This design comes from an exercise in tuning for small area on the open sky130 flow, not from production work. Where RTL was checked, it was by simulation tests only, not by an equivalence proof against the original. The clock port is modelled as an ideal driver; clocking choices that lean on that would not hold on a real chip.

== xenon ==
==> flow/design.v <==
module regfile(
		input clk, reset,
		input wr_en, input [4:0] wr_num, input [7:0] wr_data, input wr_last,
		input [4:0] rd_num, output [7:0] rd_data);
	parameter [31:0] sp_init = 0;
	parameter [31:0] ra_init = 0;
	wire [8*32-1:0] head;
	assign head[7:0] = 8'h00;
	genvar i;
	generate
		for (i = 1; i < 32; i = i + 1) begin : g_reg
			reg [31:0] q;
			wire wsel = wr_en && wr_num == i;
			wire [7:0] nxt = wsel ? wr_data : q[7:0];
			always @(posedge clk)
				q <= {nxt, q[31:8]};
			if (i == 29 || i == 31) begin : g_rst
				reg valid;
				always @(posedge clk or posedge reset)
					if (reset)
						valid <= 1'b0;
					else if (wsel && wr_last)
						valid <= 1'b1;
				assign head[i*8 +: 8] = q[7:0] & {8{valid}};
			end
			else begin : g_norst
				assign head[i*8 +: 8] = q[7:0];
			end
		end
	endgenerate
	assign rd_data = head[rd_num*8 +: 8];
endmodule
module mips(
	input clk, reset,
	output [31:0] instr_addr,
	input [31:0] instr_in,
	output [31:0] data_addr,
	input [31:0] data_in,
	output logic [31:0] data_out,
	output logic [1:0] data_access_size,
	output data_rd_wr);
	parameter [31:0] pc_init = 0;
	parameter [31:0] sp_init = 0;
	parameter [31:0] ra_init = 0;
	logic [1:0] ph, rnd;
	logic [11:0] pc;
	assign instr_addr = {20'd0, pc};
	wire [5:0] op = instr_in[31:26];
	wire [5:0] fn = instr_in[5:0];
	wire [4:0] rs = instr_in[25:21];
	wire [4:0] rt = instr_in[20:16];
	wire [4:0] rd = instr_in[15:11];
	wire [4:0] sh = instr_in[10:6];
	wire [15:0] imm = instr_in[15:0];
	wire special = (op == 6'h00);
	wire i_sll   = special && fn == 6'h00;
	wire i_addu  = special && fn == 6'h21;
	wire i_subu  = special && fn == 6'h23;
	wire i_jr    = special && fn == 6'h08;
	wire i_mul   = (op == 6'h1c) && fn == 6'h02;
	wire i_addiu = (op == 6'h09);
	wire i_lui   = (op == 6'h0f);
	wire i_slti  = (op == 6'h0a);
	wire i_lw    = (op == 6'h23);
	wire i_lbu   = (op == 6'h24);
	wire i_sw    = (op == 6'h2b);
	wire i_sb    = (op == 6'h28);
	wire i_j     = (op == 6'h02);
	wire i_jal   = (op == 6'h03);
	wire i_beq   = (op == 6'h04);
	wire i_bne   = (op == 6'h05);
	wire i_load  = i_lw | i_lbu;
	wire i_store = i_sw | i_sb;
	wire i_mulsh = i_mul | i_sll;
	wire i_br    = i_beq | i_bne;
	wire i_jump  = i_j | i_jal;
	wire i_arith = i_addu | i_subu;
	wire [1:0] last = (i_load | i_store | i_mulsh | i_br) ? 2'd2 :
	                  (i_arith | i_slti | i_jr) ? 2'd1 : 2'd0;
	wire in_last = (rnd == last);
	wire r0 = (rnd == 2'd0);
	wire r1 = (rnd == 2'd1);
	wire r2 = (rnd == 2'd2);
	logic we;
	logic [4:0] wnum;
	logic [7:0] wdata;
	wire [7:0] rb;
	regfile #(.sp_init(sp_init), .ra_init(ra_init)) regs(
		.clk(clk), .reset(reset),
		.wr_en(we), .wr_num(wnum), .wr_data(wdata), .wr_last(ph == 2'd3),
		.rd_num(r0 ? rs : rt), .rd_data(rb));
	wire [10:0] pc4h;
	inc #(10) u_pcinc(.a(pc[11:2]), .s(pc4h));
	wire [12:0] pc4 = {pc4h, pc[1:0]};
	wire [31:0] pc4w = {19'd0, pc4};
	wire [31:0] simm = {{16{imm[15]}}, imm};
	wire [31:0] luiw = {imm, 16'd0};
	wire [31:0] onehot = 32'd1 << sh;
	wire [7:0] pc4_b   = pc4w[ph*8 +: 8];
	wire [7:0] simm_b  = simm[ph*8 +: 8];
	wire [7:0] lui_b   = luiw[ph*8 +: 8];
	wire [7:0] oh_b    = onehot[ph*8 +: 8];
	wire [7:0] din_b   = data_in[ph*8 +: 8];
	logic [31:0] T, M;
	logic c;
	wire [7:0] a = r1 ? T[7:0] : (i_jal ? pc4_b : rb);
	wire sub = r1 ? (i_subu | i_br) : i_slti;
	logic [7:0] b0;
	always_comb begin
		b0 = 8'h00;
		if (r1) begin
			if (i_addu) b0 = rb;
			else b0 = ~rb;
		end
		else begin
			if (i_addiu | i_load | i_store) b0 = simm_b;
			if (i_slti) b0 = ~simm_b;
			if (i_lui) b0 = lui_b;
			if (i_sll) b0 = oh_b;
			if (i_jal) b0 = (ph == 2'd0) ? 8'd4 : 8'd0;
		end
	end
	wire cin = (ph == 2'd0) ? sub : c;
	wire [8:0] sum;
	rca #(8) u_alu(.a(a), .b(b0), .cin(cin), .s(sum[7:0]), .cout(sum[8]));
	logic [27:0] P;
	wire [3:0] d = (r1 && ph == 2'd0) ? rb[3:0] : M[3:0];
	logic pb;
	wire pbx = (r1 && ph == 2'd0) ? 1'b0 : pb;
	wire neg0 = d[1] & ~(d[0] & pbx);
	wire one0 = d[0] ^ pbx;
	wire two0 = (d[1] & ~d[0] & ~pbx) | (~d[1] & d[0] & pbx);
	wire neg1 = d[3] & ~(d[2] & d[1]);
	wire one1 = d[2] ^ d[1];
	wire two1 = (d[3] & ~d[2] & ~d[1]) | (~d[3] & d[2] & d[1]);
	wire [31:0] pp0 = (({32{one0}} & T) | ({32{two0}} & {T[30:0], 1'b0})) ^ {32{neg0}};
	wire [29:0] pp1 = (({30{one1}} & T[29:0]) | ({30{two1}} & {T[28:0], 1'b0})) ^ {30{neg1}};
	wire [31:0] csx = {4'd0, P};
	wire [31:0] csz = {pp1, neg1, neg0};
	wire [31:0] css = csx ^ pp0 ^ csz;
	wire [31:0] csc = (csx & pp0) | (csx & csz) | (pp0 & csz);
	wire [31:0] S;
	assign S[0] = css[0];
	wire k12, k22_0, k22_1;
	wire [9:0] sm0, sm1, sh0, sh1;
	rca #(11) u_mlo(.a(css[11:1]), .b(csc[10:0]), .cin(neg1), .s(S[11:1]), .cout(k12));
	rca #(10) u_mm0(.a(css[21:12]), .b(csc[20:11]), .cin(1'b0), .s(sm0), .cout(k22_0));
	rca #(10) u_mm1(.a(css[21:12]), .b(csc[20:11]), .cin(1'b1), .s(sm1), .cout(k22_1));
	rca #(10) u_mh0(.a(css[31:22]), .b(csc[30:21]), .cin(1'b0), .s(sh0), .cout());
	rca #(10) u_mh1(.a(css[31:22]), .b(csc[30:21]), .cin(1'b1), .s(sh1), .cout());
	wire k22 = k12 ? k22_1 : k22_0;
	assign S[21:12] = k12 ? sm1 : sm0;
	assign S[31:22] = k22 ? sh1 : sh0;
	wire [7:0] mul_b = (ph == 2'd0) ? M[23:16] :
	                   (ph == 2'd1) ? M[27:20] :
	                   (ph == 2'd2) ? M[31:24] : {S[3:0], M[31:28]};
	logic [31:0] Mn;
	always_comb begin
		Mn = {(i_store ? d : S[3:0]), M[31:4]};
		if (r1)
			case (ph)
				2'd0: Mn[3:0] = rb[7:4];
				2'd1: Mn[7:0] = rb;
				2'd2: Mn[11:4] = rb;
				2'd3: Mn[15:8] = rb;
			endcase
	end
	logic f;
	wire [9:0] bt_hi;
	rca #(10) u_bt(.a(pc4[11:2]), .b(imm[9:0]), .cin(1'b0), .s(bt_hi), .cout());
	wire [11:0] btarget = {bt_hi, pc4[1:0]};
	always_comb begin
		we = 1'b0;
		wnum = rt;
		wdata = sum[7:0];
		if (i_arith) begin
			we = r1;
			wnum = rd;
		end
		if (i_addiu | i_lui) we = r0;
		if (i_jal) begin
			we = r0;
			wnum = 5'd31;
		end
		if (i_slti) begin
			we = r1;
			wdata = {7'd0, f & (ph == 2'd0)};
		end
		if (i_load) begin
			we = (r1 && ph != 2'd0) || (r2 && ph == 2'd0);
			wdata = (i_lbu && ph != 2'd0) ? 8'h00 : din_b;
		end
		if (i_mulsh) begin
			we = r2;
			wnum = rd;
			wdata = mul_b;
		end
	end
	assign data_addr = T;
	assign data_out = {M[15:0], M[31:16]};
	assign data_access_size = {1'b0, instr_in[26]};
	assign data_rd_wr = ~(i_store && r2 && ph == 2'd0);
	always @(posedge clk or posedge reset) begin
		if (reset) begin
			ph <= 2'd0;
			rnd <= 2'd0;
			pc <= pc_init[11:0];
		end
		else begin
			ph <= ph + 2'd1;
			if (ph == 2'd3)
				rnd <= in_last ? 2'd0 : rnd + 2'd1;
			if (in_last && ph == 2'd2)
				pc <= i_jump ? {instr_in[9:0], 2'b00} :
				      i_jr ? T[11:0] :
				      (i_beq & f) | (i_bne & ~f) ? btarget : pc4[11:0];
		end
	end
	always @(posedge clk) begin
		c <= sum[8];
		M <= Mn;
		P <= r0 ? 28'd0 : S[31:4];
		pb <= d[3];
		if (r0) begin
			T <= {sum[7:0], T[31:8]};
			f <= ~sum[8];
		end
		else begin
			if (r1 & (i_arith | i_br))
				T <= {T[7:0], T[31:8]};
			if (r1 & i_br)
				f <= ((ph == 2'd0) | f) & (sum[7:0] == 8'h00);
		end
	end
endmodule
module rca #(parameter N = 8) (
	input [N-1:0] a, b, input cin,
	output [N-1:0] s, output cout);
	wire [N:0] c;
	assign c[0] = cin;
	genvar i;
	generate
		for (i = 0; i < N; i = i + 1) begin : g_bit
			assign s[i] = a[i] ^ b[i] ^ c[i];
			assign c[i+1] = (a[i] & b[i]) | (a[i] & c[i]) | (b[i] & c[i]);
		end
	endgenerate
	assign cout = c[N];
endmodule
module inc #(parameter N = 8) (
	input [N-1:0] a, output [N:0] s);
	wire [N:0] c;
	assign c[0] = 1'b1;
	genvar i;
	generate
		for (i = 0; i < N; i = i + 1) begin : g_bit
			assign s[i] = a[i] ^ c[i];
			assign c[i+1] = a[i] & c[i];
		end
	endgenerate
	assign s[N] = c[N];
endmodule
==> flow/config.mk <==
export PLATFORM = sky130hd
export DESIGN_NAME = mips
export DESIGN_NICKNAME = mips
export VERILOG_FILES = /design/flow/design.v
export SDC_FILE = /design/flow/constraint.sdc
export NUM_CORES = 4
export LEC_CHECK = 0
export CAP_MARGIN = 20
export CORE_MARGIN = 2
export CORE_UTILIZATION = 55
export CTS_BUF_LIST = sky130_fd_sc_hd__clkbuf_16
export CTS_CLUSTER_DIAMETER = 100
export CTS_CLUSTER_SIZE = 25
export PLACE_DENSITY = 0.7
export SLEW_MARGIN = 20
==> flow/constraint.sdc <==
create_clock -name core_clock -period 15.0 [get_ports {clk}]
set_input_delay 3.0000 -clock core_clock [delete_from_list [all_inputs] [get_ports {clk}]]
set_output_delay 3.0000 -clock core_clock [all_outputs]
set_load 0.01 [all_outputs]
standard.sh (not shown) runs the stock make flow with config.mk's settings and CLKGATE_MAP_FILE= SYNTH_SCRIPT=/design/flow/synth_recipe.tcl, a recipe that flattens the netlist after the stock synthesis.
==> flow/flow/run.sh <==
#!/bin/bash
# The standard layout (standard.sh), with these ORFS settings changed
# through the environment:
#  - synthesis maps logic with an area-oriented ABC script (flow/abc_area.script,
#    used in place of ORFS's abc_speed.script in a copy of ORFS's scripts
#    folder); everything else in synthesis is unchanged, so the registers are
#    the standard synthesis's
#  - ports are buffered with buf_1 cells instead of clkdlybuf4s50_1
#  - clock tree: sink clusters of up to 32 flip-flops, each driven by a
#    clkbuf_16, and no dummy loads
# standard.sh's full output goes to standard.log in this folder; ORFS's own
# per-step logs stay under orfs/logs.
set -o pipefail
rm -rf scripts_abc
cp -r "$FLOW_HOME/scripts" scripts_abc
cp flow/abc_area.script scripts_abc/abc_speed.script
export SCRIPTS_DIR="$PWD/scripts_abc"
export BUFFER_PORTS_ARGS="-buffer_cell sky130_fd_sc_hd__buf_1"
export CTS_ARGS="-sink_clustering_enable -repair_clock_nets -dont_use_dummy_load -sink_clustering_size 32 -sink_clustering_max_diameter 90 -buf_list sky130_fd_sc_hd__clkbuf_16"
bash standard.sh > standard.log 2>&1
==> flow/flow/abc_area.script <==
&get -n
&st
&dch
&nf -R 1000 -p -F 16 -C 32
&put
topo
dnsize -c
xenon went all the way through synthesis, placement and routing and the layout is clean on timing, DRC and antenna.
Input-level comparison between violet and xenon:
-- flow/design.v --
<<< xenon, line 29
		end
	endgenerate
	assign rd_data = head[rd_num*8 +: 8];
endmodule
module mips(
>>> violet, line 29
		end
	endgenerate
	wire [31:0] sel = 32'd1 << rd_num;
	logic [7:0] r;
	integer k;
	always_comb begin
		r = 8'h00;
		for (k = 1; k < 32; k = k + 1)
			r = r | (head[k*8 +: 8] & {8{sel[k]}});
	end
	assign rd_data = r;
endmodule
module mips(
==> comparison <==
In the reports for violet and xenon, the larger wire length belongs to violet.
From xenon to violet the numbers moved as follows: worst hold slack fell 9.9 ps; critical path depth rose about 4%; number of non-clock buffers in the layout lower.
Detailed route wirelength on metal2, violet and xenon: smaller value in xenon
xenon → violet: number of clock buffers inserted by TritonCTS went up by 1; maximum frequency moved up; sum of net half-perimeters after detailed placement has increased; sequential share of cell area higher.
The RTL of violet was laid out without a check of its function.

## separate check: timing with driven ports
In the flow no input, the clock included, has a driving cell. The finished layouts below were timed again as built, in two steps. Step 1 assumes that a clkbuf_16 drives the clock port and a buf_2 every other input. Step 2, shift: input delay + t, output delay - t, t = (earliest + latest rising clock arrival at the registers) / 2. This alone moves slack from input paths to output paths. Slacks: ideal / step 1 / step 2; pairs: ideal / step 1.
run	t (ns)	slack for setup (ns)	hold slack, ns	worst register clock-pin slew, ns	pins driven straight from the clock port
xenon	0.648	0.769 / 0.806 / 0.158	0.287 / 0.287 / 0.287	0.12 / 0.12	1
violet	0.649	0.892 / 0.931 / 0.282	0.277 / 0.277 / 0.277	0.12 / 0.12	1
After both steps setup and hold are still met in every run listed. The setup slack of xenon, which loses most, moves by +0.037 ns with the drivers and by -0.611 ns with both steps.
